Background: an optimization exercise with open tools, aiming at small area and a short achievable clock period. Do not read the settings as production practice.
Function was not checked in any run shown here: the RTL went through the layout flow alone.
Power is estimated from default activity; no workload was simulated.

==> flow/run.sh <==
#!/bin/bash
# synth_recipe.tcl (not shown) runs the flow's synth.tcl, then flattens the netlist and writes it again
# the make line also repeats each setting of config.mk as NAME=value (left out here)
make -C /OpenROAD-flow-scripts/flow DESIGN_CONFIG=/design/flow/config.mk WORK_HOME=/design/flow/orfs CLKGATE_MAP_FILE= SYNTH_SCRIPT=/design/flow/synth_recipe.tcl finish
==> flow/config.mk <==
export PLATFORM = sky130hd
export DESIGN_NAME = Optimized_Wallace
export DESIGN_NICKNAME = Optimized_Wallace
export VERILOG_FILES = /design/flow/design.v
export SDC_FILE = /design/flow/constraint.sdc
export NUM_CORES = 4
export LEC_CHECK = 0
export CAP_MARGIN = 20
export CORE_MARGIN = 2
export CORE_UTILIZATION = 40
export SETUP_SLACK_MARGIN = 1.4
export SLEW_MARGIN = 20
export SYNTH_HIERARCHICAL = 1
export SYNTH_MINIMUM_KEEP_SIZE = 0
export TNS_END_PERCENT = 0
==> flow/constraint.sdc <==
create_clock -name core_clock -period 3.0 [get_ports {clk}]
set_input_delay 0.6000 -clock core_clock [delete_from_list [all_inputs] [get_ports {clk}]]
set_output_delay 0.6000 -clock core_clock [all_outputs]
set_load 0.01 [all_outputs]
==> flow/design.v <==
`timescale 1ns / 1ps
module fa(input a, b, c, output s, co);
    assign s = a ^ b ^ c;
    assign co = (a & b) | (a & c) | (b & c);
endmodule
module ha(input a, b, output s, co);
    assign s = a ^ b;
    assign co = a & b;
endmodule
module Optimized_Wallace(
    input clk, rst,
    input [15:0] A, B,
    output reg [31:0] PRODUCT
);
    reg [126:0] r1;
    reg [72:0] r2;
    reg [52:0] r3;
    reg v1, v2, v3;
    wire one0 = B[0] ^ 1'b0;
    wire two0 = (B[1] & ~B[0] & ~1'b0) | (~B[1] & B[0] & 1'b0);
    wire neg0 = B[1] & ~(B[0] & 1'b0);
    wire one1 = B[2] ^ B[1];
    wire two1 = (B[3] & ~B[2] & ~B[1]) | (~B[3] & B[2] & B[1]);
    wire neg1 = B[3] & ~(B[2] & B[1]);
    wire one2 = B[4] ^ B[3];
    wire two2 = (B[5] & ~B[4] & ~B[3]) | (~B[5] & B[4] & B[3]);
    wire neg2 = B[5] & ~(B[4] & B[3]);
    wire one3 = B[6] ^ B[5];
    wire two3 = (B[7] & ~B[6] & ~B[5]) | (~B[7] & B[6] & B[5]);
    wire neg3 = B[7] & ~(B[6] & B[5]);
    wire one4 = B[8] ^ B[7];
    wire two4 = (B[9] & ~B[8] & ~B[7]) | (~B[9] & B[8] & B[7]);
    wire neg4 = B[9] & ~(B[8] & B[7]);
    wire one5 = B[10] ^ B[9];
    wire two5 = (B[11] & ~B[10] & ~B[9]) | (~B[11] & B[10] & B[9]);
    wire neg5 = B[11] & ~(B[10] & B[9]);
    wire one6 = B[12] ^ B[11];
    wire two6 = (B[13] & ~B[12] & ~B[11]) | (~B[13] & B[12] & B[11]);
    wire neg6 = B[13] & ~(B[12] & B[11]);
    wire one7 = B[14] ^ B[13];
    wire two7 = (B[15] & ~B[14] & ~B[13]) | (~B[15] & B[14] & B[13]);
    wire neg7 = B[15] & ~(B[14] & B[13]);
    wire pp1 = ((one0 & A[0])) ^ neg0;
    wire pp2 = ((one0 & A[1]) | (two0 & A[0])) ^ neg0;
    wire pp3 = ((one0 & A[2]) | (two0 & A[1])) ^ neg0;
    wire pp4 = ((one0 & A[3]) | (two0 & A[2])) ^ neg0;
    wire pp5 = ((one0 & A[4]) | (two0 & A[3])) ^ neg0;
    wire pp6 = ((one0 & A[5]) | (two0 & A[4])) ^ neg0;
    wire pp7 = ((one0 & A[6]) | (two0 & A[5])) ^ neg0;
    wire pp8 = ((one0 & A[7]) | (two0 & A[6])) ^ neg0;
    wire pp9 = ((one0 & A[8]) | (two0 & A[7])) ^ neg0;
    wire pp10 = ((one0 & A[9]) | (two0 & A[8])) ^ neg0;
    wire pp11 = ((one0 & A[10]) | (two0 & A[9])) ^ neg0;
    wire pp12 = ((one0 & A[11]) | (two0 & A[10])) ^ neg0;
    wire pp13 = ((one0 & A[12]) | (two0 & A[11])) ^ neg0;
    wire pp14 = ((one0 & A[13]) | (two0 & A[12])) ^ neg0;
    wire pp15 = ((one0 & A[14]) | (two0 & A[13])) ^ neg0;
    wire pp16 = ((one0 & A[15]) | (two0 & A[14])) ^ neg0;
    wire pp17 = ((two0 & A[15])) ^ neg0;
    wire ns18 = ~neg0;
    wire pp19 = ((one1 & A[0])) ^ neg1;
    wire pp20 = ((one1 & A[1]) | (two1 & A[0])) ^ neg1;
    wire pp21 = ((one1 & A[2]) | (two1 & A[1])) ^ neg1;
    wire pp22 = ((one1 & A[3]) | (two1 & A[2])) ^ neg1;
    wire pp23 = ((one1 & A[4]) | (two1 & A[3])) ^ neg1;
    wire pp24 = ((one1 & A[5]) | (two1 & A[4])) ^ neg1;
    wire pp25 = ((one1 & A[6]) | (two1 & A[5])) ^ neg1;
    wire pp26 = ((one1 & A[7]) | (two1 & A[6])) ^ neg1;
    wire pp27 = ((one1 & A[8]) | (two1 & A[7])) ^ neg1;
    wire pp28 = ((one1 & A[9]) | (two1 & A[8])) ^ neg1;
    wire pp29 = ((one1 & A[10]) | (two1 & A[9])) ^ neg1;
    wire pp30 = ((one1 & A[11]) | (two1 & A[10])) ^ neg1;
    wire pp31 = ((one1 & A[12]) | (two1 & A[11])) ^ neg1;
    wire pp32 = ((one1 & A[13]) | (two1 & A[12])) ^ neg1;
    wire pp33 = ((one1 & A[14]) | (two1 & A[13])) ^ neg1;
    wire pp34 = ((one1 & A[15]) | (two1 & A[14])) ^ neg1;
    wire pp35 = ((two1 & A[15])) ^ neg1;
    wire ns36 = ~neg1;
    wire pp37 = ((one2 & A[0])) ^ neg2;
    wire pp38 = ((one2 & A[1]) | (two2 & A[0])) ^ neg2;
    wire pp39 = ((one2 & A[2]) | (two2 & A[1])) ^ neg2;
    wire pp40 = ((one2 & A[3]) | (two2 & A[2])) ^ neg2;
    wire pp41 = ((one2 & A[4]) | (two2 & A[3])) ^ neg2;
    wire pp42 = ((one2 & A[5]) | (two2 & A[4])) ^ neg2;
    wire pp43 = ((one2 & A[6]) | (two2 & A[5])) ^ neg2;
    wire pp44 = ((one2 & A[7]) | (two2 & A[6])) ^ neg2;
    wire pp45 = ((one2 & A[8]) | (two2 & A[7])) ^ neg2;
    wire pp46 = ((one2 & A[9]) | (two2 & A[8])) ^ neg2;
    wire pp47 = ((one2 & A[10]) | (two2 & A[9])) ^ neg2;
    wire pp48 = ((one2 & A[11]) | (two2 & A[10])) ^ neg2;
    wire pp49 = ((one2 & A[12]) | (two2 & A[11])) ^ neg2;
    wire pp50 = ((one2 & A[13]) | (two2 & A[12])) ^ neg2;
    wire pp51 = ((one2 & A[14]) | (two2 & A[13])) ^ neg2;
    wire pp52 = ((one2 & A[15]) | (two2 & A[14])) ^ neg2;
    wire pp53 = ((two2 & A[15])) ^ neg2;
    wire ns54 = ~neg2;
    wire pp55 = ((one3 & A[0])) ^ neg3;
    wire pp56 = ((one3 & A[1]) | (two3 & A[0])) ^ neg3;
    wire pp57 = ((one3 & A[2]) | (two3 & A[1])) ^ neg3;
    wire pp58 = ((one3 & A[3]) | (two3 & A[2])) ^ neg3;
    wire pp59 = ((one3 & A[4]) | (two3 & A[3])) ^ neg3;
    wire pp60 = ((one3 & A[5]) | (two3 & A[4])) ^ neg3;
    wire pp61 = ((one3 & A[6]) | (two3 & A[5])) ^ neg3;
    wire pp62 = ((one3 & A[7]) | (two3 & A[6])) ^ neg3;
    wire pp63 = ((one3 & A[8]) | (two3 & A[7])) ^ neg3;
    wire pp64 = ((one3 & A[9]) | (two3 & A[8])) ^ neg3;
    wire pp65 = ((one3 & A[10]) | (two3 & A[9])) ^ neg3;
    wire pp66 = ((one3 & A[11]) | (two3 & A[10])) ^ neg3;
    wire pp67 = ((one3 & A[12]) | (two3 & A[11])) ^ neg3;
    wire pp68 = ((one3 & A[13]) | (two3 & A[12])) ^ neg3;
    wire pp69 = ((one3 & A[14]) | (two3 & A[13])) ^ neg3;
    wire pp70 = ((one3 & A[15]) | (two3 & A[14])) ^ neg3;
    wire pp71 = ((two3 & A[15])) ^ neg3;
    wire ns72 = ~neg3;
    wire pp73 = ((one4 & A[0])) ^ neg4;
    wire pp74 = ((one4 & A[1]) | (two4 & A[0])) ^ neg4;
    wire pp75 = ((one4 & A[2]) | (two4 & A[1])) ^ neg4;
    wire pp76 = ((one4 & A[3]) | (two4 & A[2])) ^ neg4;
    wire pp77 = ((one4 & A[4]) | (two4 & A[3])) ^ neg4;
    wire pp78 = ((one4 & A[5]) | (two4 & A[4])) ^ neg4;
    wire pp79 = ((one4 & A[6]) | (two4 & A[5])) ^ neg4;
    wire pp80 = ((one4 & A[7]) | (two4 & A[6])) ^ neg4;
    wire pp81 = ((one4 & A[8]) | (two4 & A[7])) ^ neg4;
    wire pp82 = ((one4 & A[9]) | (two4 & A[8])) ^ neg4;
    wire pp83 = ((one4 & A[10]) | (two4 & A[9])) ^ neg4;
    wire pp84 = ((one4 & A[11]) | (two4 & A[10])) ^ neg4;
    wire pp85 = ((one4 & A[12]) | (two4 & A[11])) ^ neg4;
    wire pp86 = ((one4 & A[13]) | (two4 & A[12])) ^ neg4;
    wire pp87 = ((one4 & A[14]) | (two4 & A[13])) ^ neg4;
    wire pp88 = ((one4 & A[15]) | (two4 & A[14])) ^ neg4;
    wire pp89 = ((two4 & A[15])) ^ neg4;
    wire ns90 = ~neg4;
    wire pp91 = ((one5 & A[0])) ^ neg5;
    wire pp92 = ((one5 & A[1]) | (two5 & A[0])) ^ neg5;
    wire pp93 = ((one5 & A[2]) | (two5 & A[1])) ^ neg5;
    wire pp94 = ((one5 & A[3]) | (two5 & A[2])) ^ neg5;
    wire pp95 = ((one5 & A[4]) | (two5 & A[3])) ^ neg5;
    wire pp96 = ((one5 & A[5]) | (two5 & A[4])) ^ neg5;
    wire pp97 = ((one5 & A[6]) | (two5 & A[5])) ^ neg5;
    wire pp98 = ((one5 & A[7]) | (two5 & A[6])) ^ neg5;
    wire pp99 = ((one5 & A[8]) | (two5 & A[7])) ^ neg5;
    wire pp100 = ((one5 & A[9]) | (two5 & A[8])) ^ neg5;
    wire pp101 = ((one5 & A[10]) | (two5 & A[9])) ^ neg5;
    wire pp102 = ((one5 & A[11]) | (two5 & A[10])) ^ neg5;
    wire pp103 = ((one5 & A[12]) | (two5 & A[11])) ^ neg5;
    wire pp104 = ((one5 & A[13]) | (two5 & A[12])) ^ neg5;
    wire pp105 = ((one5 & A[14]) | (two5 & A[13])) ^ neg5;
    wire pp106 = ((one5 & A[15]) | (two5 & A[14])) ^ neg5;
    wire pp107 = ((two5 & A[15])) ^ neg5;
    wire ns108 = ~neg5;
    wire pp109 = ((one6 & A[0])) ^ neg6;
    wire pp110 = ((one6 & A[1]) | (two6 & A[0])) ^ neg6;
    wire pp111 = ((one6 & A[2]) | (two6 & A[1])) ^ neg6;
    wire pp112 = ((one6 & A[3]) | (two6 & A[2])) ^ neg6;
    wire pp113 = ((one6 & A[4]) | (two6 & A[3])) ^ neg6;
    wire pp114 = ((one6 & A[5]) | (two6 & A[4])) ^ neg6;
    wire pp115 = ((one6 & A[6]) | (two6 & A[5])) ^ neg6;
    wire pp116 = ((one6 & A[7]) | (two6 & A[6])) ^ neg6;
    wire pp117 = ((one6 & A[8]) | (two6 & A[7])) ^ neg6;
    wire pp118 = ((one6 & A[9]) | (two6 & A[8])) ^ neg6;
    wire pp119 = ((one6 & A[10]) | (two6 & A[9])) ^ neg6;
    wire pp120 = ((one6 & A[11]) | (two6 & A[10])) ^ neg6;
    wire pp121 = ((one6 & A[12]) | (two6 & A[11])) ^ neg6;
    wire pp122 = ((one6 & A[13]) | (two6 & A[12])) ^ neg6;
    wire pp123 = ((one6 & A[14]) | (two6 & A[13])) ^ neg6;
    wire pp124 = ((one6 & A[15]) | (two6 & A[14])) ^ neg6;
    wire pp125 = ((two6 & A[15])) ^ neg6;
    wire ns126 = ~neg6;
    wire pp127 = ((one7 & A[0])) ^ neg7;
    wire pp128 = ((one7 & A[1]) | (two7 & A[0])) ^ neg7;
    wire pp129 = ((one7 & A[2]) | (two7 & A[1])) ^ neg7;
    wire pp130 = ((one7 & A[3]) | (two7 & A[2])) ^ neg7;
    wire pp131 = ((one7 & A[4]) | (two7 & A[3])) ^ neg7;
    wire pp132 = ((one7 & A[5]) | (two7 & A[4])) ^ neg7;
    wire pp133 = ((one7 & A[6]) | (two7 & A[5])) ^ neg7;
    wire pp134 = ((one7 & A[7]) | (two7 & A[6])) ^ neg7;
    wire pp135 = ((one7 & A[8]) | (two7 & A[7])) ^ neg7;
    wire pp136 = ((one7 & A[9]) | (two7 & A[8])) ^ neg7;
    wire pp137 = ((one7 & A[10]) | (two7 & A[9])) ^ neg7;
    wire pp138 = ((one7 & A[11]) | (two7 & A[10])) ^ neg7;
    wire pp139 = ((one7 & A[12]) | (two7 & A[11])) ^ neg7;
    wire pp140 = ((one7 & A[13]) | (two7 & A[12])) ^ neg7;
    wire pp141 = ((one7 & A[14]) | (two7 & A[13])) ^ neg7;
    wire pp142 = ((one7 & A[15]) | (two7 & A[14])) ^ neg7;
    wire pp143 = ((two7 & A[15])) ^ neg7;
    wire ns144 = ~neg7;
    wire pp145 = B[15] & A[0];
    wire pp146 = B[15] & A[1];
    wire pp147 = B[15] & A[2];
    wire pp148 = B[15] & A[3];
    wire pp149 = B[15] & A[4];
    wire pp150 = B[15] & A[5];
    wire pp151 = B[15] & A[6];
    wire pp152 = B[15] & A[7];
    wire pp153 = B[15] & A[8];
    wire pp154 = B[15] & A[9];
    wire pp155 = B[15] & A[10];
    wire pp156 = B[15] & A[11];
    wire pp157 = B[15] & A[12];
    wire pp158 = B[15] & A[13];
    wire pp159 = B[15] & A[14];
    wire pp160 = B[15] & A[15];
    wire s161, c162;
    fa u_s161 (.a(pp3), .b(pp19), .c(neg1), .s(s161), .co(c162));
    wire s163, c164;
    fa u_s163 (.a(pp5), .b(pp21), .c(pp37), .s(s163), .co(c164));
    wire s165, c166;
    fa u_s165 (.a(pp6), .b(pp22), .c(pp38), .s(s165), .co(c166));
    wire s167, c168;
    fa u_s167 (.a(pp7), .b(pp23), .c(pp39), .s(s167), .co(c168));
    wire s169, c170;
    fa u_s169 (.a(pp8), .b(pp24), .c(pp40), .s(s169), .co(c170));
    wire s171, c172;
    fa u_s171 (.a(pp9), .b(pp25), .c(pp41), .s(s171), .co(c172));
    wire s173, c174;
    fa u_s173 (.a(pp57), .b(pp73), .c(neg4), .s(s173), .co(c174));
    wire s175, c176;
    fa u_s175 (.a(pp10), .b(pp26), .c(pp42), .s(s175), .co(c176));
    wire s177, c178;
    fa u_s177 (.a(pp11), .b(pp27), .c(pp43), .s(s177), .co(c178));
    wire s179, c180;
    fa u_s179 (.a(pp59), .b(pp75), .c(pp91), .s(s179), .co(c180));
    wire s181, c182;
    fa u_s181 (.a(pp12), .b(pp28), .c(pp44), .s(s181), .co(c182));
    wire s183, c184;
    fa u_s183 (.a(pp60), .b(pp76), .c(pp92), .s(s183), .co(c184));
    wire s185, c186;
    fa u_s185 (.a(pp13), .b(pp29), .c(pp45), .s(s185), .co(c186));
    wire s187, c188;
    fa u_s187 (.a(pp61), .b(pp77), .c(pp93), .s(s187), .co(c188));
    wire s189, c190;
    fa u_s189 (.a(pp14), .b(pp30), .c(pp46), .s(s189), .co(c190));
    wire s191, c192;
    fa u_s191 (.a(pp62), .b(pp78), .c(pp94), .s(s191), .co(c192));
    wire s193, c194;
    fa u_s193 (.a(pp15), .b(pp31), .c(pp47), .s(s193), .co(c194));
    wire s195, c196;
    fa u_s195 (.a(pp63), .b(pp79), .c(pp95), .s(s195), .co(c196));
    wire s197, c198;
    fa u_s197 (.a(pp111), .b(pp127), .c(neg7), .s(s197), .co(c198));
    wire s199, c200;
    fa u_s199 (.a(pp16), .b(pp32), .c(pp48), .s(s199), .co(c200));
    wire s201, c202;
    fa u_s201 (.a(pp64), .b(pp80), .c(pp96), .s(s201), .co(c202));
    wire s203, c204;
    ha u_s203 (.a(pp112), .b(pp128), .s(s203), .co(c204));
    wire s205, c206;
    fa u_s205 (.a(pp17), .b(pp33), .c(pp49), .s(s205), .co(c206));
    wire s207, c208;
    fa u_s207 (.a(pp65), .b(pp81), .c(pp97), .s(s207), .co(c208));
    wire s209, c210;
    fa u_s209 (.a(pp113), .b(pp129), .c(pp145), .s(s209), .co(c210));
    wire s211, c212;
    fa u_s211 (.a(neg0), .b(pp34), .c(pp50), .s(s211), .co(c212));
    wire s213, c214;
    fa u_s213 (.a(pp66), .b(pp82), .c(pp98), .s(s213), .co(c214));
    wire s215, c216;
    fa u_s215 (.a(pp114), .b(pp130), .c(pp146), .s(s215), .co(c216));
    wire s217, c218;
    fa u_s217 (.a(neg0), .b(pp35), .c(pp51), .s(s217), .co(c218));
    wire s219, c220;
    fa u_s219 (.a(pp67), .b(pp83), .c(pp99), .s(s219), .co(c220));
    wire s221, c222;
    fa u_s221 (.a(pp115), .b(pp131), .c(pp147), .s(s221), .co(c222));
    wire s223, c224;
    fa u_s223 (.a(ns18), .b(ns36), .c(pp52), .s(s223), .co(c224));
    wire s225, c226;
    fa u_s225 (.a(pp68), .b(pp84), .c(pp100), .s(s225), .co(c226));
    wire s227, c228;
    fa u_s227 (.a(pp116), .b(pp132), .c(pp148), .s(s227), .co(c228));
    wire s229 = ~(pp53 ^ pp69);
    wire c230 = pp53 | pp69;
    wire s231, c232;
    fa u_s231 (.a(pp85), .b(pp101), .c(pp117), .s(s231), .co(c232));
    wire s233, c234;
    ha u_s233 (.a(pp133), .b(pp149), .s(s233), .co(c234));
    wire s235, c236;
    fa u_s235 (.a(ns54), .b(pp70), .c(pp86), .s(s235), .co(c236));
    wire s237, c238;
    fa u_s237 (.a(pp102), .b(pp118), .c(pp134), .s(s237), .co(c238));
    wire s239 = ~(pp71 ^ pp87);
    wire c240 = pp71 | pp87;
    wire s241, c242;
    fa u_s241 (.a(pp103), .b(pp119), .c(pp135), .s(s241), .co(c242));
    wire s243, c244;
    fa u_s243 (.a(ns72), .b(pp88), .c(pp104), .s(s243), .co(c244));
    wire s245, c246;
    fa u_s245 (.a(pp120), .b(pp136), .c(pp152), .s(s245), .co(c246));
    wire s247 = ~(pp89 ^ pp105);
    wire c248 = pp89 | pp105;
    wire s249, c250;
    fa u_s249 (.a(pp121), .b(pp137), .c(pp153), .s(s249), .co(c250));
    wire s251, c252;
    fa u_s251 (.a(ns90), .b(pp106), .c(pp122), .s(s251), .co(c252));
    wire s253 = ~(pp107 ^ pp123);
    wire c254 = pp107 | pp123;
    wire s255, c256;
    fa u_s255 (.a(ns108), .b(pp124), .c(pp140), .s(s255), .co(c256));
    wire s257 = ~(pp125 ^ pp141);
    wire c258 = pp125 | pp141;
    wire s259, c260;
    fa u_s259 (.a(ns126), .b(pp142), .c(pp158), .s(s259), .co(c260));
    wire s261 = ~(pp143 ^ pp159);
    wire c262 = pp143 | pp159;
    wire s263, c264;
    fa u_s263 (.a(r1[4]), .b(r1[5]), .c(r1[6]), .s(s263), .co(c264));
    wire s265, c266;
    fa u_s265 (.a(r1[11]), .b(r1[12]), .c(r1[13]), .s(s265), .co(c266));
    wire s267, c268;
    fa u_s267 (.a(r1[15]), .b(r1[16]), .c(r1[17]), .s(s267), .co(c268));
    wire s269, c270;
    fa u_s269 (.a(r1[18]), .b(r1[19]), .c(r1[20]), .s(s269), .co(c270));
    wire s271, c272;
    fa u_s271 (.a(r1[21]), .b(r1[22]), .c(r1[23]), .s(s271), .co(c272));
    wire s273, c274;
    fa u_s273 (.a(r1[26]), .b(r1[27]), .c(r1[28]), .s(s273), .co(c274));
    wire s275, c276;
    fa u_s275 (.a(r1[30]), .b(r1[31]), .c(r1[32]), .s(s275), .co(c276));
    wire s277, c278;
    fa u_s277 (.a(r1[34]), .b(r1[35]), .c(r1[36]), .s(s277), .co(c278));
    wire s279, c280;
    fa u_s279 (.a(r1[37]), .b(r1[38]), .c(r1[39]), .s(s279), .co(c280));
    wire s281, c282;
    fa u_s281 (.a(r1[40]), .b(r1[41]), .c(r1[42]), .s(s281), .co(c282));
    wire s283, c284;
    ha u_s283 (.a(r1[43]), .b(r1[44]), .s(s283), .co(c284));
    wire s285, c286;
    fa u_s285 (.a(r1[45]), .b(r1[46]), .c(r1[47]), .s(s285), .co(c286));
    wire s287, c288;
    ha u_s287 (.a(r1[48]), .b(r1[49]), .s(s287), .co(c288));
    wire s289, c290;
    fa u_s289 (.a(r1[50]), .b(r1[51]), .c(r1[52]), .s(s289), .co(c290));
    wire s291, c292;
    fa u_s291 (.a(r1[53]), .b(r1[54]), .c(r1[55]), .s(s291), .co(c292));
    wire s293, c294;
    fa u_s293 (.a(r1[56]), .b(r1[57]), .c(r1[58]), .s(s293), .co(c294));
    wire s295, c296;
    fa u_s295 (.a(r1[59]), .b(r1[60]), .c(r1[61]), .s(s295), .co(c296));
    wire s297, c298;
    fa u_s297 (.a(r1[62]), .b(r1[63]), .c(r1[64]), .s(s297), .co(c298));
    wire s299, c300;
    fa u_s299 (.a(r1[65]), .b(r1[66]), .c(r1[67]), .s(s299), .co(c300));
    wire s301, c302;
    fa u_s301 (.a(r1[68]), .b(r1[69]), .c(r1[70]), .s(s301), .co(c302));
    wire s303, c304;
    fa u_s303 (.a(r1[71]), .b(r1[72]), .c(r1[73]), .s(s303), .co(c304));
    wire s305, c306;
    fa u_s305 (.a(r1[74]), .b(r1[75]), .c(r1[76]), .s(s305), .co(c306));
    wire s307, c308;
    fa u_s307 (.a(r1[77]), .b(r1[78]), .c(r1[79]), .s(s307), .co(c308));
    wire s309, c310;
    fa u_s309 (.a(r1[80]), .b(r1[81]), .c(r1[82]), .s(s309), .co(c310));
    wire s311, c312;
    fa u_s311 (.a(r1[83]), .b(r1[84]), .c(r1[85]), .s(s311), .co(c312));
    wire s313, c314;
    fa u_s313 (.a(r1[86]), .b(r1[87]), .c(r1[88]), .s(s313), .co(c314));
    wire s315, c316;
    fa u_s315 (.a(r1[89]), .b(r1[90]), .c(r1[91]), .s(s315), .co(c316));
    wire s317, c318;
    fa u_s317 (.a(r1[92]), .b(r1[93]), .c(r1[94]), .s(s317), .co(c318));
    wire s319, c320;
    ha u_s319 (.a(r1[95]), .b(r1[96]), .s(s319), .co(c320));
    wire s321, c322;
    fa u_s321 (.a(r1[97]), .b(r1[98]), .c(r1[99]), .s(s321), .co(c322));
    wire s323, c324;
    fa u_s323 (.a(r1[101]), .b(r1[102]), .c(r1[103]), .s(s323), .co(c324));
    wire s325, c326;
    fa u_s325 (.a(r1[105]), .b(r1[106]), .c(r1[107]), .s(s325), .co(c326));
    wire s327, c328;
    fa u_s327 (.a(r1[110]), .b(r1[111]), .c(r1[112]), .s(s327), .co(c328));
    wire s329, c330;
    fa u_s329 (.a(r1[114]), .b(r1[115]), .c(r1[116]), .s(s329), .co(c330));
    wire s331, c332;
    fa u_s331 (.a(r1[117]), .b(r1[118]), .c(r1[119]), .s(s331), .co(c332));
    wire s333, c334;
    fa u_s333 (.a(r1[124]), .b(r1[125]), .c(r1[126]), .s(s333), .co(c334));
    wire s335, c336;
    fa u_s335 (.a(c264), .b(r1[7]), .c(r1[8]), .s(s335), .co(c336));
    wire s337, c338;
    fa u_s337 (.a(c270), .b(s271), .c(r1[24]), .s(s337), .co(c338));
    wire s339, c340;
    fa u_s339 (.a(c272), .b(s273), .c(r1[29]), .s(s339), .co(c340));
    wire s341, c342;
    fa u_s341 (.a(c274), .b(s275), .c(r1[33]), .s(s341), .co(c342));
    wire s343, c344;
    fa u_s343 (.a(c276), .b(s277), .c(s279), .s(s343), .co(c344));
    wire s345, c346;
    fa u_s345 (.a(c278), .b(c280), .c(s281), .s(s345), .co(c346));
    wire s347, c348;
    fa u_s347 (.a(c282), .b(c284), .c(s285), .s(s347), .co(c348));
    wire s349, c350;
    fa u_s349 (.a(c286), .b(c288), .c(s289), .s(s349), .co(c350));
    wire s351, c352;
    fa u_s351 (.a(c290), .b(c292), .c(s293), .s(s351), .co(c352));
    wire s353, c354;
    fa u_s353 (.a(c294), .b(c296), .c(s297), .s(s353), .co(c354));
    wire s355, c356;
    fa u_s355 (.a(c298), .b(c300), .c(s301), .s(s355), .co(c356));
    wire s357, c358;
    fa u_s357 (.a(c302), .b(c304), .c(s305), .s(s357), .co(c358));
    wire s359, c360;
    fa u_s359 (.a(c306), .b(c308), .c(s309), .s(s359), .co(c360));
    wire s361, c362;
    fa u_s361 (.a(c310), .b(c312), .c(s313), .s(s361), .co(c362));
    wire s363, c364;
    fa u_s363 (.a(c314), .b(c316), .c(s317), .s(s363), .co(c364));
    wire s365, c366;
    fa u_s365 (.a(c318), .b(c320), .c(s321), .s(s365), .co(c366));
    wire s367, c368;
    fa u_s367 (.a(c322), .b(s323), .c(r1[104]), .s(s367), .co(c368));
    wire s369, c370;
    fa u_s369 (.a(c324), .b(s325), .c(r1[108]), .s(s369), .co(c370));
    wire s371, c372;
    fa u_s371 (.a(c326), .b(s327), .c(r1[113]), .s(s371), .co(c372));
    wire s373, c374;
    fa u_s373 (.a(c332), .b(r1[120]), .c(r1[121]), .s(s373), .co(c374));
    wire s375, c376;
    fa u_s375 (.a(r2[6]), .b(r2[7]), .c(r2[8]), .s(s375), .co(c376));
    wire s377, c378;
    ha u_s377 (.a(r2[9]), .b(r2[10]), .s(s377), .co(c378));
    wire s379, c380;
    ha u_s379 (.a(r2[11]), .b(r2[12]), .s(s379), .co(c380));
    wire s381, c382;
    ha u_s381 (.a(r2[13]), .b(r2[14]), .s(s381), .co(c382));
    wire s383, c384;
    ha u_s383 (.a(r2[15]), .b(r2[16]), .s(s383), .co(c384));
    wire s385, c386;
    ha u_s385 (.a(r2[17]), .b(r2[18]), .s(s385), .co(c386));
    wire s387, c388;
    ha u_s387 (.a(r2[19]), .b(r2[20]), .s(s387), .co(c388));
    wire s389, c390;
    ha u_s389 (.a(r2[21]), .b(r2[22]), .s(s389), .co(c390));
    wire s391, c392;
    fa u_s391 (.a(r2[23]), .b(r2[24]), .c(r2[25]), .s(s391), .co(c392));
    wire s393, c394;
    fa u_s393 (.a(r2[26]), .b(r2[27]), .c(r2[28]), .s(s393), .co(c394));
    wire s395, c396;
    fa u_s395 (.a(r2[29]), .b(r2[30]), .c(r2[31]), .s(s395), .co(c396));
    wire s397, c398;
    fa u_s397 (.a(r2[32]), .b(r2[33]), .c(r2[34]), .s(s397), .co(c398));
    wire s399, c400;
    fa u_s399 (.a(r2[35]), .b(r2[36]), .c(r2[37]), .s(s399), .co(c400));
    wire s401, c402;
    fa u_s401 (.a(r2[38]), .b(r2[39]), .c(r2[40]), .s(s401), .co(c402));
    wire s403, c404;
    fa u_s403 (.a(r2[41]), .b(r2[42]), .c(r2[43]), .s(s403), .co(c404));
    wire s405, c406;
    fa u_s405 (.a(r2[44]), .b(r2[45]), .c(r2[46]), .s(s405), .co(c406));
    wire s407, c408;
    fa u_s407 (.a(r2[47]), .b(r2[48]), .c(r2[49]), .s(s407), .co(c408));
    wire s409, c410;
    fa u_s409 (.a(r2[50]), .b(r2[51]), .c(r2[52]), .s(s409), .co(c410));
    wire s411, c412;
    fa u_s411 (.a(r2[53]), .b(r2[54]), .c(r2[55]), .s(s411), .co(c412));
    wire s413, c414;
    ha u_s413 (.a(r2[56]), .b(r2[57]), .s(s413), .co(c414));
    wire s415, c416;
    fa u_s415 (.a(r2[58]), .b(r2[59]), .c(r2[60]), .s(s415), .co(c416));
    wire s417, c418;
    ha u_s417 (.a(r2[61]), .b(r2[62]), .s(s417), .co(c418));
    wire s419, c420;
    fa u_s419 (.a(r2[63]), .b(r2[64]), .c(r2[65]), .s(s419), .co(c420));
    wire s421, c422;
    ha u_s421 (.a(r2[66]), .b(r2[67]), .s(s421), .co(c422));
    wire s423, c424;
    fa u_s423 (.a(r2[69]), .b(r2[70]), .c(r2[71]), .s(s423), .co(c424));
    wire g425, p426;
    ha u_p426 (.a(r2[0]), .b(r2[1]), .s(p426), .co(g425));
    wire g427, p428;
    ha u_p428 (.a(c376), .b(s377), .s(p428), .co(g427));
    wire g429, p430;
    ha u_p430 (.a(c378), .b(s379), .s(p430), .co(g429));
    wire g431, p432;
    ha u_p432 (.a(c380), .b(s381), .s(p432), .co(g431));
    wire g433, p434;
    ha u_p434 (.a(c382), .b(s383), .s(p434), .co(g433));
    wire g435, p436;
    ha u_p436 (.a(c384), .b(s385), .s(p436), .co(g435));
    wire g437, p438;
    ha u_p438 (.a(c386), .b(s387), .s(p438), .co(g437));
    wire g439, p440;
    ha u_p440 (.a(c388), .b(s389), .s(p440), .co(g439));
    wire g441, p442;
    ha u_p442 (.a(c390), .b(s391), .s(p442), .co(g441));
    wire g443, p444;
    ha u_p444 (.a(c392), .b(s393), .s(p444), .co(g443));
    wire g445, p446;
    ha u_p446 (.a(c394), .b(s395), .s(p446), .co(g445));
    wire g447, p448;
    ha u_p448 (.a(c396), .b(s397), .s(p448), .co(g447));
    wire g449, p450;
    ha u_p450 (.a(c398), .b(s399), .s(p450), .co(g449));
    wire g451, p452;
    ha u_p452 (.a(c400), .b(s401), .s(p452), .co(g451));
    wire g453, p454;
    ha u_p454 (.a(c402), .b(s403), .s(p454), .co(g453));
    wire g455, p456;
    ha u_p456 (.a(c404), .b(s405), .s(p456), .co(g455));
    wire g457, p458;
    ha u_p458 (.a(c406), .b(s407), .s(p458), .co(g457));
    wire g459, p460;
    ha u_p460 (.a(c408), .b(s409), .s(p460), .co(g459));
    wire g461, p462;
    ha u_p462 (.a(c410), .b(s411), .s(p462), .co(g461));
    wire g463, p464;
    ha u_p464 (.a(c412), .b(s413), .s(p464), .co(g463));
    wire g465, p466;
    ha u_p466 (.a(c414), .b(s415), .s(p466), .co(g465));
    wire g467, p468;
    ha u_p468 (.a(c416), .b(s417), .s(p468), .co(g467));
    wire g469, p470;
    ha u_p470 (.a(c418), .b(s419), .s(p470), .co(g469));
    wire g471, p472;
    ha u_p472 (.a(c420), .b(s421), .s(p472), .co(g471));
    wire g473, p474;
    ha u_p474 (.a(c422), .b(r2[68]), .s(p474), .co(g473));
    wire g475, p476;
    ha u_p476 (.a(c424), .b(r2[72]), .s(p476), .co(g475));
    wire t477 = p426 | g425;
    wire t478 = p428 | g427;
    wire t479 = p430 | g429;
    wire t480 = p432 | g431;
    wire t481 = p434 | g433;
    wire t482 = p436 | g435;
    wire t483 = p438 | g437;
    wire G484 = 1'b0 | (r2[2] & g425);
    wire P485 = r2[2] & t477;
    wire G486 = 1'b0 | (r2[3] & 1'b0);
    wire P487 = r2[3] & r2[2];
    wire G488 = 1'b0 | (r2[4] & 1'b0);
    wire P489 = r2[4] & r2[3];
    wire G490 = 1'b0 | (r2[5] & 1'b0);
    wire P491 = r2[5] & r2[4];
    wire G492 = 1'b0 | (s375 & 1'b0);
    wire P493 = s375 & r2[5];
    wire G494 = g427 | (t478 & 1'b0);
    wire P495 = t478 & s375;
    wire G496 = g429 | (t479 & g427);
    wire P497 = t479 & t478;
    wire G498 = g431 | (t480 & g429);
    wire P499 = t480 & t479;
    wire G500 = g433 | (t481 & g431);
    wire P501 = t481 & t480;
    wire G502 = g435 | (t482 & g433);
    wire P503 = t482 & t481;
    wire G504 = g437 | (t483 & g435);
    wire P505 = t483 & t482;
    wire G506 = G486 | (P487 & g425);
    wire P507 = P487 & t477;
    wire G508 = G488 | (P489 & G484);
    wire P509 = P489 & P485;
    wire G510 = G490 | (P491 & G486);
    wire P511 = P491 & P487;
    wire G512 = G492 | (P493 & G488);
    wire P513 = P493 & P489;
    wire G514 = G494 | (P495 & G490);
    wire P515 = P495 & P491;
    wire G516 = G496 | (P497 & G492);
    wire P517 = P497 & P493;
    wire G518 = G498 | (P499 & G494);
    wire P519 = P499 & P495;
    wire G520 = G500 | (P501 & G496);
    wire P521 = P501 & P497;
    wire G522 = G502 | (P503 & G498);
    wire P523 = P503 & P499;
    wire G524 = G504 | (P505 & G500);
    wire P525 = P505 & P501;
    wire G526 = G510 | (P511 & g425);
    wire P527 = P511 & t477;
    wire G528 = G512 | (P513 & G484);
    wire P529 = P513 & P485;
    wire G530 = G514 | (P515 & G506);
    wire P531 = P515 & P507;
    wire G532 = G516 | (P517 & G508);
    wire P533 = P517 & P509;
    wire G534 = G518 | (P519 & G510);
    wire P535 = P519 & P511;
    wire G536 = G520 | (P521 & G512);
    wire P537 = P521 & P513;
    wire G538 = G522 | (P523 & G514);
    wire P539 = P523 & P515;
    wire G540 = G524 | (P525 & G516);
    wire P541 = P525 & P517;
    wire G542 = G534 | (P535 & g425);
    wire P543 = P535 & t477;
    wire G544 = G536 | (P537 & G484);
    wire P545 = P537 & P485;
    wire G546 = G538 | (P539 & G506);
    wire P547 = P539 & P507;
    wire G548 = G540 | (P541 & G508);
    wire P549 = P541 & P509;
    wire sum550 = p426;
    wire sum551 = r2[2] ^ g425;
    wire sum552 = r2[3] ^ G484;
    wire sum553 = r2[4] ^ G506;
    wire sum554 = r2[5] ^ G508;
    wire sum555 = s375 ^ G526;
    wire sum556 = p428 ^ G528;
    wire sum557 = p430 ^ G530;
    wire sum558 = p432 ^ G532;
    wire sum559 = p434 ^ G542;
    wire sum560 = p436 ^ G544;
    wire sum561 = p438 ^ G546;
    wire t562 = r3[13] | r3[14];
    wire t563 = r3[15] | r3[16];
    wire t564 = r3[17] | r3[18];
    wire t565 = r3[19] | r3[20];
    wire t566 = r3[21] | r3[22];
    wire t567 = r3[23] | r3[24];
    wire t568 = r3[25] | r3[26];
    wire t569 = r3[27] | r3[28];
    wire t570 = r3[29] | r3[30];
    wire t571 = r3[31] | r3[32];
    wire t572 = r3[33] | r3[34];
    wire t573 = r3[35] | r3[36];
    wire t574 = r3[37] | r3[38];
    wire t575 = r3[39] | r3[40];
    wire t576 = r3[41] | r3[42];
    wire t577 = r3[43] | r3[44];
    wire t578 = r3[45] | r3[46];
    wire t579 = r3[47] | r3[48];
    wire t580 = r3[49] | r3[50];
    wire t581 = r3[51] | r3[52];
    wire g582 = r3[14] | (r3[13] & r3[12]);
    wire G583 = r3[16] | (t563 & g582);
    wire P584 = t563 & t562;
    wire G585 = r3[18] | (t564 & r3[16]);
    wire P586 = t564 & t563;
    wire G587 = r3[20] | (t565 & r3[18]);
    wire P588 = t565 & t564;
    wire G589 = r3[22] | (t566 & r3[20]);
    wire P590 = t566 & t565;
    wire G591 = r3[24] | (t567 & r3[22]);
    wire P592 = t567 & t566;
    wire G593 = r3[26] | (t568 & r3[24]);
    wire P594 = t568 & t567;
    wire G595 = r3[28] | (t569 & r3[26]);
    wire P596 = t569 & t568;
    wire G597 = r3[30] | (t570 & r3[28]);
    wire P598 = t570 & t569;
    wire G599 = r3[32] | (t571 & r3[30]);
    wire P600 = t571 & t570;
    wire G601 = r3[34] | (t572 & r3[32]);
    wire P602 = t572 & t571;
    wire G603 = r3[36] | (t573 & r3[34]);
    wire P604 = t573 & t572;
    wire G605 = r3[38] | (t574 & r3[36]);
    wire P606 = t574 & t573;
    wire G607 = r3[40] | (t575 & r3[38]);
    wire P608 = t575 & t574;
    wire G609 = r3[42] | (t576 & r3[40]);
    wire P610 = t576 & t575;
    wire G611 = r3[44] | (t577 & r3[42]);
    wire P612 = t577 & t576;
    wire G613 = r3[46] | (t578 & r3[44]);
    wire P614 = t578 & t577;
    wire G615 = r3[48] | (t579 & r3[46]);
    wire P616 = t579 & t578;
    wire G617 = r3[50] | (t580 & r3[48]);
    wire P618 = t580 & t579;
    wire G619 = r3[52] | (t581 & r3[50]);
    wire P620 = t581 & t580;
    wire G621 = G585 | (P586 & g582);
    wire P622 = P586 & t562;
    wire G623 = G587 | (P588 & G583);
    wire P624 = P588 & P584;
    wire G625 = G589 | (P590 & G585);
    wire P626 = P590 & P586;
    wire G627 = G591 | (P592 & G587);
    wire P628 = P592 & P588;
    wire G629 = G593 | (P594 & G589);
    wire P630 = P594 & P590;
    wire G631 = G595 | (P596 & G591);
    wire P632 = P596 & P592;
    wire G633 = G597 | (P598 & G593);
    wire P634 = P598 & P594;
    wire G635 = G599 | (P600 & G595);
    wire P636 = P600 & P596;
    wire G637 = G601 | (P602 & G597);
    wire P638 = P602 & P598;
    wire G639 = G603 | (P604 & G599);
    wire P640 = P604 & P600;
    wire G641 = G605 | (P606 & G601);
    wire P642 = P606 & P602;
    wire G643 = G607 | (P608 & G603);
    wire P644 = P608 & P604;
    wire G645 = G609 | (P610 & G605);
    wire P646 = P610 & P606;
    wire G647 = G611 | (P612 & G607);
    wire P648 = P612 & P608;
    wire G649 = G613 | (P614 & G609);
    wire P650 = P614 & P610;
    wire G651 = G615 | (P616 & G611);
    wire P652 = P616 & P612;
    wire G653 = G617 | (P618 & G613);
    wire P654 = P618 & P614;
    wire G655 = G619 | (P620 & G615);
    wire P656 = P620 & P616;
    wire G657 = G625 | (P626 & g582);
    wire P658 = P626 & t562;
    wire G659 = G627 | (P628 & G583);
    wire P660 = P628 & P584;
    wire G661 = G629 | (P630 & G621);
    wire P662 = P630 & P622;
    wire G663 = G631 | (P632 & G623);
    wire P664 = P632 & P624;
    wire G665 = G633 | (P634 & G625);
    wire P666 = P634 & P626;
    wire G667 = G635 | (P636 & G627);
    wire P668 = P636 & P628;
    wire G669 = G637 | (P638 & G629);
    wire P670 = P638 & P630;
    wire G671 = G639 | (P640 & G631);
    wire P672 = P640 & P632;
    wire G673 = G641 | (P642 & G633);
    wire P674 = P642 & P634;
    wire G675 = G643 | (P644 & G635);
    wire P676 = P644 & P636;
    wire G677 = G645 | (P646 & G637);
    wire P678 = P646 & P638;
    wire G679 = G647 | (P648 & G639);
    wire P680 = P648 & P640;
    wire G681 = G649 | (P650 & G641);
    wire P682 = P650 & P642;
    wire G683 = G651 | (P652 & G643);
    wire P684 = P652 & P644;
    wire G685 = G653 | (P654 & G645);
    wire P686 = P654 & P646;
    wire G687 = G655 | (P656 & G647);
    wire P688 = P656 & P648;
    wire G689 = G665 | (P666 & g582);
    wire P690 = P666 & t562;
    wire G691 = G667 | (P668 & G583);
    wire P692 = P668 & P584;
    wire G693 = G669 | (P670 & G621);
    wire P694 = P670 & P622;
    wire G695 = G671 | (P672 & G623);
    wire P696 = P672 & P624;
    wire G697 = G673 | (P674 & G657);
    wire P698 = P674 & P658;
    wire G699 = G675 | (P676 & G659);
    wire P700 = P676 & P660;
    wire G701 = G677 | (P678 & G661);
    wire P702 = P678 & P662;
    wire G703 = G679 | (P680 & G663);
    wire P704 = P680 & P664;
    wire G705 = G681 | (P682 & G665);
    wire P706 = P682 & P666;
    wire G707 = G683 | (P684 & G667);
    wire P708 = P684 & P668;
    wire G709 = G685 | (P686 & G669);
    wire P710 = P686 & P670;
    wire G711 = G687 | (P688 & G671);
    wire P712 = P688 & P672;
    wire G713 = G705 | (P706 & g582);
    wire P714 = P706 & t562;
    wire G715 = G707 | (P708 & G583);
    wire P716 = P708 & P584;
    wire G717 = G709 | (P710 & G621);
    wire P718 = P710 & P622;
    wire G719 = G711 | (P712 & G623);
    wire P720 = P712 & P624;
    wire sum721 = r3[13] ^ r3[12];
    wire sum722 = r3[15] ^ g582;
    wire sum723 = r3[17] ^ G583;
    wire sum724 = r3[19] ^ G621;
    wire sum725 = r3[21] ^ G623;
    wire sum726 = r3[23] ^ G657;
    wire sum727 = r3[25] ^ G659;
    wire sum728 = r3[27] ^ G661;
    wire sum729 = r3[29] ^ G663;
    wire sum730 = r3[31] ^ G689;
    wire sum731 = r3[33] ^ G691;
    wire sum732 = r3[35] ^ G693;
    wire sum733 = r3[37] ^ G695;
    wire sum734 = r3[39] ^ G697;
    wire sum735 = r3[41] ^ G699;
    wire sum736 = r3[43] ^ G701;
    wire sum737 = r3[45] ^ G703;
    wire sum738 = r3[47] ^ G713;
    wire sum739 = r3[49] ^ G715;
    wire sum740 = r3[51] ^ G717;
    wire [31:0] sum = {sum740, sum739, sum738, sum737, sum736, sum735, sum734, sum733, sum732, sum731, sum730, sum729, sum728, sum727, sum726, sum725, sum724, sum723, sum722, sum721, r3[11], r3[10], r3[9], r3[8], r3[7], r3[6], r3[5], r3[4], r3[3], r3[2], r3[1], r3[0]};
    always @(posedge clk or posedge rst) begin
        if (rst) begin
            v1 <= 1'b0; v2 <= 1'b0; v3 <= 1'b0;
            PRODUCT <= 32'd0;
        end else begin
            v1 <= 1'b1; v2 <= v1; v3 <= v2;
            PRODUCT <= sum & {32{v3}};
        end
    end
    always @(posedge clk) begin
        r1 <= {pp160, ns144, c262, s261, c260, s259, c258, pp157, s257, c256, pp156, s255, c254, pp155, pp139, s253, c252, pp154, pp138, s251, c250, c248, s249, s247, c246, c244, s245, s243, c242, c240, pp151, s241, s239, c238, c236, pp150, s237, s235, c234, c232, c230, s233, s231, s229, c228, c226, c224, s227, s225, s223, c222, c220, c218, s221, s219, s217, c216, c214, c212, s215, s213, s211, c210, c208, c206, s209, s207, s205, c204, c202, c200, s203, s201, s199, c198, c196, c194, s197, s195, s193, c192, c190, pp110, s191, s189, c188, c186, neg6, pp109, s187, s185, c184, c182, s183, s181, c180, c178, neg5, s179, s177, c176, pp74, pp58, s175, c174, c172, s173, s171, c170, pp56, s169, c168, neg3, pp55, s167, c166, s165, c164, neg2, s163, pp20, pp4, c162, s161, pp2, neg0, pp1};
        r2 <= {s333, r1[123], r1[122], c374, s373, s331, c330, s329, c328, c372, s371, c370, r1[109], s369, c368, s367, c366, r1[100], s365, c364, s319, s363, c362, s315, s361, c360, s311, s359, c358, s307, s357, c356, s303, s355, c354, s299, s353, c352, s295, s351, c350, s291, s349, c348, s287, s347, c346, s283, s345, c344, s343, c342, s341, c340, s339, c338, r1[25], s337, s269, c268, s267, c266, r1[14], s265, r1[10], r1[9], c336, s335, s263, r1[3], r1[2], r1[1], r1[0]};
        r3 <= {g475, p476, 1'b0, s423, g473, p474, g471, p472, g469, p470, g467, p468, g465, p466, g463, p464, g461, p462, g459, p460, g457, p458, g455, p456, g453, p454, g451, p452, g449, p450, g447, p448, g445, p446, g443, p444, g441, p442, g439, p440, G548, sum561, sum560, sum559, sum558, sum557, sum556, sum555, sum554, sum553, sum552, sum551, sum550};
    end
endmodule
==> notes.md, run 1 <==
area post-placement 14400 um2; Comb power frac roughly 33%; WP data arrival 2310 ps; Slew Limit Fails 0; worst ir drop on vdd 0.464 mV; RSZ-0062 raised after global routing true; reg2reg start r2[8]$_DFF_P_; final WL 29300 um; Via density ~5.0; largest cells by area after synthesis dfxtp_1, fa_1, xnor2_1; nets approximately 1300; GRT Max-Usage Layer met2; Worst Hold Class register to register; area share of the largest cell type after synthesis 39.6%; LEAKAGE between 6 and 7 nW; met1 track demand over resource between 20% and 30%; status no timing/DRC/antenna violations; Root Driver clkbuf_16; sw frac about a third; Post-Synthesis Cells between 1000 and 1500; NetSw 4.72 mW; power consumption approximately 15 mW; synthesized area per cell about 12 um2; Max Fanout on Critical Path 8; via count 7765; WS Path Type primary input to register; Sink Count about 290; Max-Slew Margin vs Limit 55.0%; Total GRT Usage 18.0%; r2r setup slk 1110 ps; gp weighted congestion 0.802; Ys Warns 7; area grow syn2layout 26.9%; most frequent cells in the layout dfxtp_1, xnor2_1, fa_1; row count 65; hold depth 0; FILL cells 2760; Max Cap Violations 0; CP Launch Type primary input; fin cells roughly 1600; met2 Use GR 27.9%; R2R Path End r3[11]$_DFF_P_; Yosys cell types 48; CP endpoint kind register; EDFF count, synth 0; vias in the first global route 8098; Yosys reg bits 286; input/output buffers between 60 and 70; Final Hold Fails 0; CTS tree built; first-pass GRT wire length 46600 um; total CTS buffers 29; Clock Skews 7.68 ps; Int Pwr 10.0 mW; Max clock buf depth 3; sequential share of power 41.6%; cells on worst reg2reg path 7; DRT Pass-1 Iters 5; die height 182 um; hold path endpoint r2[0]$_DFF_P_; antenna viol nets, final 0; clock slew at reported path FFs 60 ps; Syn Std Cell Area 12700 um2; Die X-Extent 182 um; clock power share 25.3%; Worst Hold Launch r1[0]$_DFF_P_; Slew @ Worst Pin 675 ps; final setup TNS 0 ps; DRT iter0 DRCs 505; Die Area 33200 um2; met3 Usage GRT 2.20%; area leader, netlist dfxtp_1; Crit path required time approximately 3400 ps; Setup violations, final 0; Starting Density between 40 and 50%; Top FF cell, synth dfxtp_1; sequential area share after synthesis 46.5%; post-route setup slack between 1000 and 1500 ps; post-route cell area 16100 um2; Max Fclk 0.522 GHz; Tmin final 1910 ps; DRC Markers 0; GRT overflow 0; FF/Latch Area slightly below 6000 um2; core area 31400 um2; clock latency (worst-skew pair) 530 ps; DP HPWL 19900 um; num ports 66; initial antenna violation count 0; n_diodes 0; H-Tree Depth 1; worst slack, placed approximately 110 ps; fraction of layout cells with a size suffix above 1 20.5%; FFs w/ async S/R, synth 12.2%; commonest non-fill, non-tap cell in the layout dfxtp_1; placed cells between 1000 and 1500; largest net degree at the start of global routing 36; Avg WL per Cell 18.7 um; PwrDens 914 nW/um2; final period utilization 63.8%; Post-Syn Nets about 1200; footprint of the multi-input gates 7080 um2
==> synth_stat cells (3+ instances only) <==
library cell  count
dfxtp_1         251
xnor2_1         123
fa_1            111
a22oi_1         105
clkbuf_1         56
ha_1             56
nand2_1          36
dfrtp_1          35
and2_1           29
nor2_1           29
a21oi_1          17
mux2i_1          17
inv_1            16
nand2b_1         16
nor3_1           15
xor2_1           15
a22o_1           14
buf_1            11
o21ai_1          10
buf_2             8
inv_2             7
o22ai_1           7
nand3_1           6
nand3b_1          6
o21a_1            6
o21ai_0           5
a211oi_1          4
a21o_1            4
o21bai_1          3
==> timing repair <==
item                                    4_1_cts  5_1_grt
buffers inserted                             31        3
pin swaps                                    26        9
hold buffers                                  0        0
gates resized for setup                     101       15
cloned                                        4        0
endpoints found under the setup margin      160      154
==> modules after synthesis, one instance, submodules excluded <==
module	cells	flops+latches	cell area, um2	copies in the design
fa	1	0	20.0	111
ha	1	0	12.5	41
Optimized_Wallace	890	286	9950	1
==> how the worst max path moves through the flow <==
stage	start	endpoint	slack (ps)	depth (start not counted)
6_report	B[11]	r1[115]$_DFF_P_	1090	7
5_1_grt	r3[12]$_DFF_P_	PRODUCT[26]$_DFF_PP0_	1010	9
4_1_cts	r3[13]$_DFF_P_	PRODUCT[29]$_DFF_PP0_	1050	8
3_5_place_dp	B[5]	r1[53]$_DFF_P_	110	6
3_3_place_gp	B[13]	r1[49]$_DFF_P_	140	6
2_1_floorplan	B[9]	r1[54]$_DFF_P_	1020	6
==> registers in the layout, summed over array words and instances (netlist names) <==
register	flops
v3	1
PRODUCT	32
r1	127
v2	1
v1	1
r2	73
r3	51
==> cell type report <==
| cell class | count | share of cell area, % |
|---|---|---|
| multi-input combinational | 657 | 44.0 |
| inverter | 23 | 0.839 |
| clock inverter | 11 | 0.847 |
| tap | 402 | 3.12 |
| sequential | 286 | 36.7 |
| clock buffer | 41 | 5.43 |
| timing repair inverter | 2 | 0.0932 |
| timing repair buffer | 141 | 9.02 |
==> worst max-delay path: stages <==
cell	delay (ps)
dlygate4sd2_1	280
buf_4	180
ha_4	250
buf_12	150
a22oi_1	210
xnor2_1	170
fa_1	470
==> stage by stage <==
stage / util, % / hold WS (ps)
after floorplan: - / 310
after global placement: 45.8 / 312
after detailed placement: 45.8 / 312
after CTS: 51.1 / 324
after global routing: 51.3 / 330
final: 51.3 / 323
==> cells by family after synthesis <==
logic type,synth area share (%)
other,0.0296
multiplexers,1.34
adder cells (fa/ha/maj),23.0
buffers and inverters,3.07
AND/OR/NAND/NOR,5.86
AO/OA/AOI/OAI,10.6
XOR/XNOR,9.53
flip-flops,46.5
==> layer usage <==
metal | wire (um) | up-vias
met4 | 588 | 0
met2 | 12900 | 210
li1 | - | 3708
met5 | 0 | -
met3 | 1310 | 48
met1 | 14500 | 3799
==> power by group through the flow <==
stage	Clock [mW]	Sequential, mW	Combinational, mW
after global placement	0	6.18	4.53
after global routing	3.96	6.29	5.59
after floorplan	0	6.03	3.13
after detailed placement	0	6.20	4.62
after CTS	3.82	6.13	4.84
final	3.73	6.13	4.86
==> inputs of run 2 (changes only) <==
--- a/flow/config.mk
+++ b/flow/config.mk
@@ -10,2 +10,3 @@
 export CORE_UTILIZATION = 40
+export CTS_BUF_LIST = sky130_fd_sc_hd__clkbuf_4 sky130_fd_sc_hd__clkbuf_8
 export SETUP_SLACK_MARGIN = 1.4
==> run 2 against run 1 <==
Worst setup slack improved by 1.3 ps. Synthesized cell count unchanged. Worst hold slack got worse by 25 ps. Sequential share of layout area increased by 0.053 points. Highest routed layer unchanged. Via count increased by 0.81%. Sequential power about the same. Still clean on timing, DRC and antenna. Critical endpoint is now r1[32]$_DFF_P_. Critical path depth decreased by 1. Register-to-register slack about the same. Count of clock-buffer cells in the layout increased by 34.
==> notes.md, run 2 <==
Post-Synthesis Cells 1042 (unchanged); Max-Slew Margin vs Limit 56.4% (+1.4 points); Slew Limit Fails 0 (unchanged); Root Driver clkbuf_8; WS Path Type primary input to register; post-route cell area 16100 um2 (-0.10%); EDFF count, synth 0 (unchanged); cells on worst reg2reg path 7 (unchanged); CTS tree built; DP HPWL 19900 um (unchanged); CP endpoint kind register; initial antenna violation count 0 (unchanged); clock latency (worst-skew pair) 570 ps (+40 ps); Die Area 33200 um2 (unchanged); Max Cap Violations 0 (unchanged); core area 31400 um2 (unchanged); first-pass GRT wire length 46400 um (-0.47%); die height 182 um (unchanged); Yosys cell types 48 (unchanged); footprint of the multi-input gates 7040 um2 (-0.55%); RSZ-0062 raised after global routing true; post-route setup slack 1090 ps (+1.32 ps); nets 1356 (+1.1%); Total GRT Usage 17.9% (-0.16 points); LEAKAGE 6.66 nW (+0.64%); largest cells by area after synthesis dfxtp_1, fa_1, xnor2_1; met3 Usage GRT 2.73% (+0.54 points); status no timing/DRC/antenna violations; H-Tree Depth 2 (+1); Tmin final 1910 ps (-1.32 ps); CP Launch Type primary input; Worst Hold Class register to register; DRC Markers 0 (unchanged); num ports 66 (unchanged); vias in the first global route 8275 (+2.2%); Yosys reg bits 286 (unchanged); Post-synth top cells dfxtp_1, xnor2_1, fa_1, a22oi_1; most frequent cells in the layout dfxtp_1, xnor2_1, fa_1; Slew @ Worst Pin 654 ps (-20.3 ps); Avg WL per Cell 18.0 um (-4.0%); row count 65 (unchanged); Syn Std Cell Area 12700 um2 (unchanged); input/output buffers 65 (unchanged); fraction of layout cells with a size suffix above 1 22.7% (+2.2 points); Max Fclk 0.523 GHz (about the same); met2 Use GR 27.7% (-0.20 points); sequential area share after synthesis 46.5% (unchanged); total CTS buffers 47 (+62%); Die X-Extent 182 um (unchanged); commonest non-fill, non-tap cell in the layout dfxtp_1; gp weighted congestion 0.802 (unchanged); hold path endpoint r2[71]$_DFF_P_; WP data arrival 2350 ps (+40 ps); Final Hold Slack 298 ps (-25.1 ps); largest register by flop count r1; Top FF cell, synth dfxtp_1; GRT Max-Usage Layer met2; FILL cells 2752 (-0.29%); Slowest Stage Delay on Critical Path 480 ps (about the same); Sink Count 286 (unchanged); final setup TNS 0 ps (unchanged); DRT iter0 DRCs 353 (-30%); area grow syn2layout 26.8%; Clock Skews 30.8 ps (+23.1 ps); Max Fanout on Critical Path 12 (+4); met1 track demand over resource 26.1% (-0.74 points); Ys Warns 7 (unchanged); final WL 28600 um (-2.1%); Max clock buf depth 3 (unchanged); Crit path required time 3440 ps (+50 ps); FF/Latch Area 5910 um2 (about the same); Top Registers r1: 127 flops, r2: 73 flops, r3: 51 flops; power consumption 14.6 mW (-0.76%); worst slack, placed 111 ps (unchanged); final period utilization 63.8% (about the same); Setup violations, final 0 (unchanged); Largest register FFs 127 (unchanged); R2R Path End r3[11]$_DFF_P_; most common cell in the netlist dfxtp_1; n_diodes 0 (unchanged); Via density 4.91 (-1.2%); sequence of cells on the critical path clkdlybuf4s15_1, ha_4, buf_4, a22oi_2, xnor2_1, fa_1; area post-placement 14400 um2 (unchanged); area leader, netlist dfxtp_1; reg2reg start r2[6]$_DFF_P_; clock slew at reported path FFs 60 ps (about the same); FFs w/ async S/R, synth 12.2% (unchanged); via count 7828 (+0.81%); Worst Hold Launch r1[123]$_DFF_P_; worst ir drop on vdd 0.384 mV (-17%); GRT overflow 0 (unchanged); PwrDens 908 nW/um2 (-0.66%); r2r setup slk 1110 ps (about the same); Final Hold Fails 0 (unchanged); hold depth 0 (unchanged); synthesized area per cell 12.2 um2 (unchanged); largest net degree at the start of global routing 36 (unchanged); Starting Density 40.4% (unchanged); Post-Syn Nets 1243 (unchanged); antenna viol nets, final 0 (unchanged); Slowest-stage cell, CP ha_4; area share of the largest cell type after synthesis 39.6% (unchanged); DRT Pass-1 Iters 5 (unchanged)
## run 2: cell counts after synthesis
No cell type changed its count.
## run 2: cell type report
class | instances | share of cell area [%]
repair buffers | 139 | 8.86
inverters | 23 | 0.863
flip-flops and latches | 286 | 36.7
multi-input cells | 657 | 43.8
well taps | 402 | 3.13
clock buffers | 75 | 5.79
repair inverters | 1 | 0.0544
clock inverters | 12 | 0.801
## run 2: cells by family (layout without fill, tap and decap cells)
family	count (synthesis)	after routing	synth area share (%)
AO/OA/AOI/OAI	187	187	10.6
other	1	1	0.0296
adder cells (fa/ha/maj)	167	167	23.0
multiplexers	17	17	1.34
XOR/XNOR	138	138	9.53
AND/OR/NAND/NOR	147	147	5.86
buffers and inverters	99	250	3.07
flip-flops	286	286	46.5
## run 2: critical path, delay by kind of cell
family | cells | cell delay [ps]
xor+xnor | 1 | 200
compound gates | 1 | 80
fa+ha+maj | 2 | 930
buf+inv | 2 | 540
## run 2: modules after synthesis (local to each module, per instance)
module | flops+latches | cells inside | copies in the design
ha | 0 | 1 | 41
Optimized_Wallace | 286 | 890 | 1
fa | 0 | 1 | 111
## run 2: how the worst max path moves through the flow
stage                   start                    end  slack [ps]  cells after the start
2_1_floorplan            B[9]         r1[54]$_DFF_P_        1020                      6
3_3_place_gp            B[13]         r1[49]$_DFF_P_         140                      6
3_5_place_dp             B[5]         r1[53]$_DFF_P_         110                      6
4_1_cts        r3[12]$_DFF_P_  PRODUCT[29]$_DFF_PP0_        1070                      8
5_1_grt         r2[6]$_DFF_P_         r3[11]$_DFF_P_        1010                      7
6_report                 B[3]         r1[32]$_DFF_P_        1090                      6
## run 2: through the flow
| stage | util (%) | cells |
|---|---|---|
| detailed placement | 45.8 | 1473 |
| global placement | 45.8 | 1473 |
| floorplan | - | 1042 |
| global route | 51.2 | 1595 |
| finish | 51.2 | 1595 |
| CTS | 51.2 | 1594 |
## run 2: layer usage
metal  vias to the layer above  wire length [um]  share of wire (%)
li1                       3740                 -                  -
met1                      3798             13900                 48
met2                       244             12700                 44
met3                        46              1470                5.1
met4                         0               559                2.0
met5                         -                 0                  0
## run 2: where the power goes
group          leakage [nW]  switching, mW  internal (mW)
registers              2.56          0.812           5.31
logic                  3.54           2.41           2.40
clock network         0.566           1.52           2.16
total                  6.66           4.74           9.86
## run 2: timing repair
item / CTS / global route
hold buffers: 0 / 0
gates resized for setup: 92 / 12
setup buffers: 32 / 1
endpoints found under the setup margin: 157 / 154
gates cloned: 2 / 0
pin swaps: 27 / 9
==> inputs of run 3 (changes only) <==
--- a/flow/config.mk
+++ b/flow/config.mk
@@ -10,3 +10,4 @@
 export CORE_UTILIZATION = 40
-export CTS_BUF_LIST = sky130_fd_sc_hd__clkbuf_4 sky130_fd_sc_hd__clkbuf_8
+export CTS_BUF_LIST = sky130_fd_sc_hd__clkbuf_8
+export CTS_CLUSTER_SIZE = 20
 export SETUP_SLACK_MARGIN = 1.4
==> run 3 against run 2 <==
Clock skew rose by 1.6 ps. Critical path type unchanged. Count of clock-buffer cells in the layout decreased by 16. Non-clock buffer count rose by 5. Worst setup slack lost 17 ps. Sequential power barely moved. Worst hold slack gained 5.0 ps.
==> notes.md, run 3 <==
status no timing/DRC/antenna violations; Top FF cell, synth dfxtp_1; DRT iter0 DRCs 445 (+26%); post-route cell area 16100 um2 (about the same); RSZ-0062 raised after global routing true; Starting Density 40.4% (unchanged); EDFF count, synth 0 (unchanged); Post-synth top cells dfxtp_1, xnor2_1, fa_1, a22oi_1; Max Fclk 0.518 GHz (-0.88%); Syn Std Cell Area 12700 um2 (unchanged); Yosys cell types 48 (unchanged); initial antenna violation count 0 (unchanged); WS Path Type primary input to register; FFs w/ async S/R, synth 12.2% (unchanged); fraction of layout cells with a size suffix above 1 22.0% (-0.68 points); Layout Utilization 51.2% (about the same); reg2reg start r2[6]$_DFF_P_; Worst Setup SP B[3]; CTS tree built; Setup violations, final 0 (unchanged); CP Launch Type primary input; Via density 4.93 (+0.43%); Max clock buf depth 3 (unchanged); M1 WL 14000 um (+0.92%); most frequent cells in the layout dfxtp_1, xnor2_1, fa_1; Clock Skews 32.4 ps (+1.55 ps); CP endpoint kind register; Crit path required time 3440 ps (about the same); footprint of the multi-input gates 7060 um2 (+0.21%); Slew Limit Fails 0 (unchanged); gp weighted congestion 0.802 (unchanged); area share of the largest cell type after synthesis 39.6% (unchanged); WP data arrival 2370 ps (+20 ps); Routed met3 length 1580 um (+7.4%); num ports 66 (unchanged); input/output buffers 65 (unchanged); worst ir drop on vdd 0.388 mV (+0.98%); FF/Latch Area 5910 um2 (unchanged); total CTS buffers 47 (unchanged); highest routing layer actually used met4; largest net degree at the start of global routing 36 (unchanged); PwrDens 902 nW/um2 (-0.65%); Worst Hold Launch r1[123]$_DFF_P_; most common cell in the netlist dfxtp_1; Worst Hold Class register to register; largest cells by area after synthesis dfxtp_1, fa_1, xnor2_1; Slowest Stage Delay on Critical Path 440 ps (-40 ps); area grow syn2layout 26.7% (about the same); n_diodes 0 (unchanged); Yosys reg bits 286 (unchanged); Die X-Extent 182 um (unchanged); H-Tree Depth 2 (unchanged); GRT overflow 0 (unchanged); DRT Pass-1 Iters 5 (unchanged); nets 1361 (+0.37%); sequence of cells on the critical path clkdlybuf4s15_1, ha_4, buf_4, a22oi_1, xnor2_1, fa_1; Max Fanout on Critical Path 11 (-1); core area 31400 um2 (unchanged); die height 182 um (unchanged); area post-placement 14400 um2 (unchanged); Total GRT Usage 18.0% (+0.097 points); Largest register FFs 127 (unchanged); total length of routed met2 wires 12900 um (+1.1%); clock latency (worst-skew pair) 570 ps (about the same); Slowest-stage cell, CP fa_1; final WL 28900 um (+1.1%); Post-Syn Nets 1243 (unchanged); synthesized area per cell 12.2 um2 (unchanged); final setup TNS 0 ps (unchanged); DP HPWL 19900 um (unchanged); antenna viol nets, final 0 (unchanged); largest register by flop count r1; vias in the first global route 8247 (-0.34%); area leader, netlist dfxtp_1; Sink Count 286 (unchanged); sequential area share after synthesis 46.5% (unchanged); Ys Warns 7 (unchanged); Root Driver clkbuf_8; Tmin final 1930 ps (+17.0 ps); clock slew at reported path FFs 60 ps (about the same); commonest non-fill, non-tap cell in the layout dfxtp_1; Max Cap Violations 0 (unchanged); FILL cells 2754 (+0.073%); row count 65 (unchanged); LEAKAGE 6.70 nW (+0.61%); hold_buf cts 0 (unchanged); r2r setup slk 1100 ps (about the same); via count 7886 (+0.74%); Top Registers r1: 127 flops, r2: 73 flops, r3: 51 flops; Post-Synthesis Cells 1042 (unchanged); DRC Markers 0 (unchanged); Slew @ Worst Pin 655 ps (+0.622 ps); Avg WL per Cell 18.1 um (+0.74%); Max-Slew Margin vs Limit 56.3% (about the same); final period utilization 64.3% (+0.57 points); Die Area 33200 um2 (unchanged); Final Hold Fails 0 (unchanged); first-pass GRT wire length 46500 um (+0.30%)
[run 3: changes by cell type in the layout (fill, tap and decap cells not counted), moves of 2 or more]
cell	delta
clkbuf_4	-16
buf_4	+5
xnor2_2	+3
inv_1	+15
dlygate4sd2_1	+2
xnor2_1	-3
dlymetal6s2s_1	-2
[run 3: cell type report]
type / count / share of cell area, %
clock buffers: 59 / 5.05
clock inverters: 28 / 1.32
inverters: 23 / 0.864
multi-input cells: 657 / 43.9
flip-flops and latches: 286 / 36.7
well taps: 402 / 3.13
repair buffers: 144 / 8.96
repair inverters: 1 / 0.0545
[run 3: final timing paths]
kind / endpoint / cells after the start
max in group asynchronous: PRODUCT[3]$_DFF_PP0_ / 3
min: r2[71]$_DFF_P_ / 0
max: r1[47]$_DFF_P_ / 6
min reg2reg: r2[71]$_DFF_P_ / 0
min in group asynchronous: PRODUCT[4]$_DFF_PP0_ / 3
max reg2reg: r3[11]$_DFF_P_ / 7
[run 3: logic make-up (layout without fill, tap and decap cells)]
| family | count (synthesis) | after routing | share of synthesized area (%) |
|---|---|---|---|
| AOI/OAI and AO/OA | 187 | 187 | 10.6 |
| xor gates and xnor gates | 138 | 138 | 9.53 |
| adders and majority gates | 167 | 167 | 23.0 |
| buffers and inverters | 99 | 255 | 3.07 |
| DFF | 286 | 286 | 46.5 |
| muxes | 17 | 17 | 1.34 |
| other | 1 | 1 | 0.0296 |
| and+or+nand+nor | 147 | 147 | 5.86 |
[run 3: Yosys stat by module, one instance, submodules excluded]
module / times used / cells
fa: 111 / 1
ha: 41 / 1
Optimized_Wallace: 1 / 890
[run 3: stage by stage]
step	setup slack, ps	hold WS (ps)	power (mW)	cells
after floorplan	1020	310	9.17	1042
after global placement	136	312	10.7	1473
after detailed placement	111	312	10.8	1473
after CTS	1070	287	14.6	1597
after global routing	1000	311	15.7	1600
final	1070	303	14.5	1600
[run 3: critical path: cells and delay by family]
family	cells	cell delay [ps]
AO/OA/AOI/OAI	1	230
XOR/XNOR	1	160
adder cells (fa/ha/maj)	2	840
buffers and inverters	2	530
[run 3: per-layer routing]
metal	up-vias	GRT usage, %
met5	-	0
met4	0	4.71
met3	42	2.73
met2	249	27.9
met1	3842	26.3
li1	3753	-
[run 3: power breakdown]
part	internal, mW	switching, mW	leakage (nW)	total, mW
Combinational	2.40	2.41	3.56	4.82
Sequential	5.31	0.814	2.56	6.12
Clock	2.05	1.53	0.586	3.57
Total	9.75	4.75	6.70	14.5
[run 3: what timing repair did]
item,4_1_cts,5_1_grt
setup buffers,35,3
pin swaps,27,8
setup endpoints to repair,157,150
resized for setup,97,8
gates cloned,2,0

[static timing again, ports no longer ideal]
Ports are ideal in the flow. The routed layouts listed here were re-timed in OpenROAD.
Step 1 assumes that a clkbuf_16 drives the clock port and a buf_2 every other input.
Step 2 also shifts input and output timing later by t, the mid clock arrival at the registers, as if the neighbouring blocks saw the same clock.
Slacks: no drivers / after step 1 / after step 2; pairs: no drivers / after step 1.
| run | t (ns) | setup slack, ns | hold WS [ns] | worst register clock-pin slew, ns |
|---|---|---|---|---|
| run 1 | 0.575 | 1.086 / 1.109 / 0.539 | 0.323 / 0.323 / 0.323 | 0.07 / 0.07 |
| run 2 | 0.595 | 1.087 / 1.105 / 0.516 | 0.298 / 0.298 / 0.298 | 0.07 / 0.07 |
| run 3 | 0.590 | 1.070 / 1.089 / 0.499 | 0.303 / 0.303 / 0.303 | 0.07 / 0.07 |
After both steps every run listed still meets setup and hold.
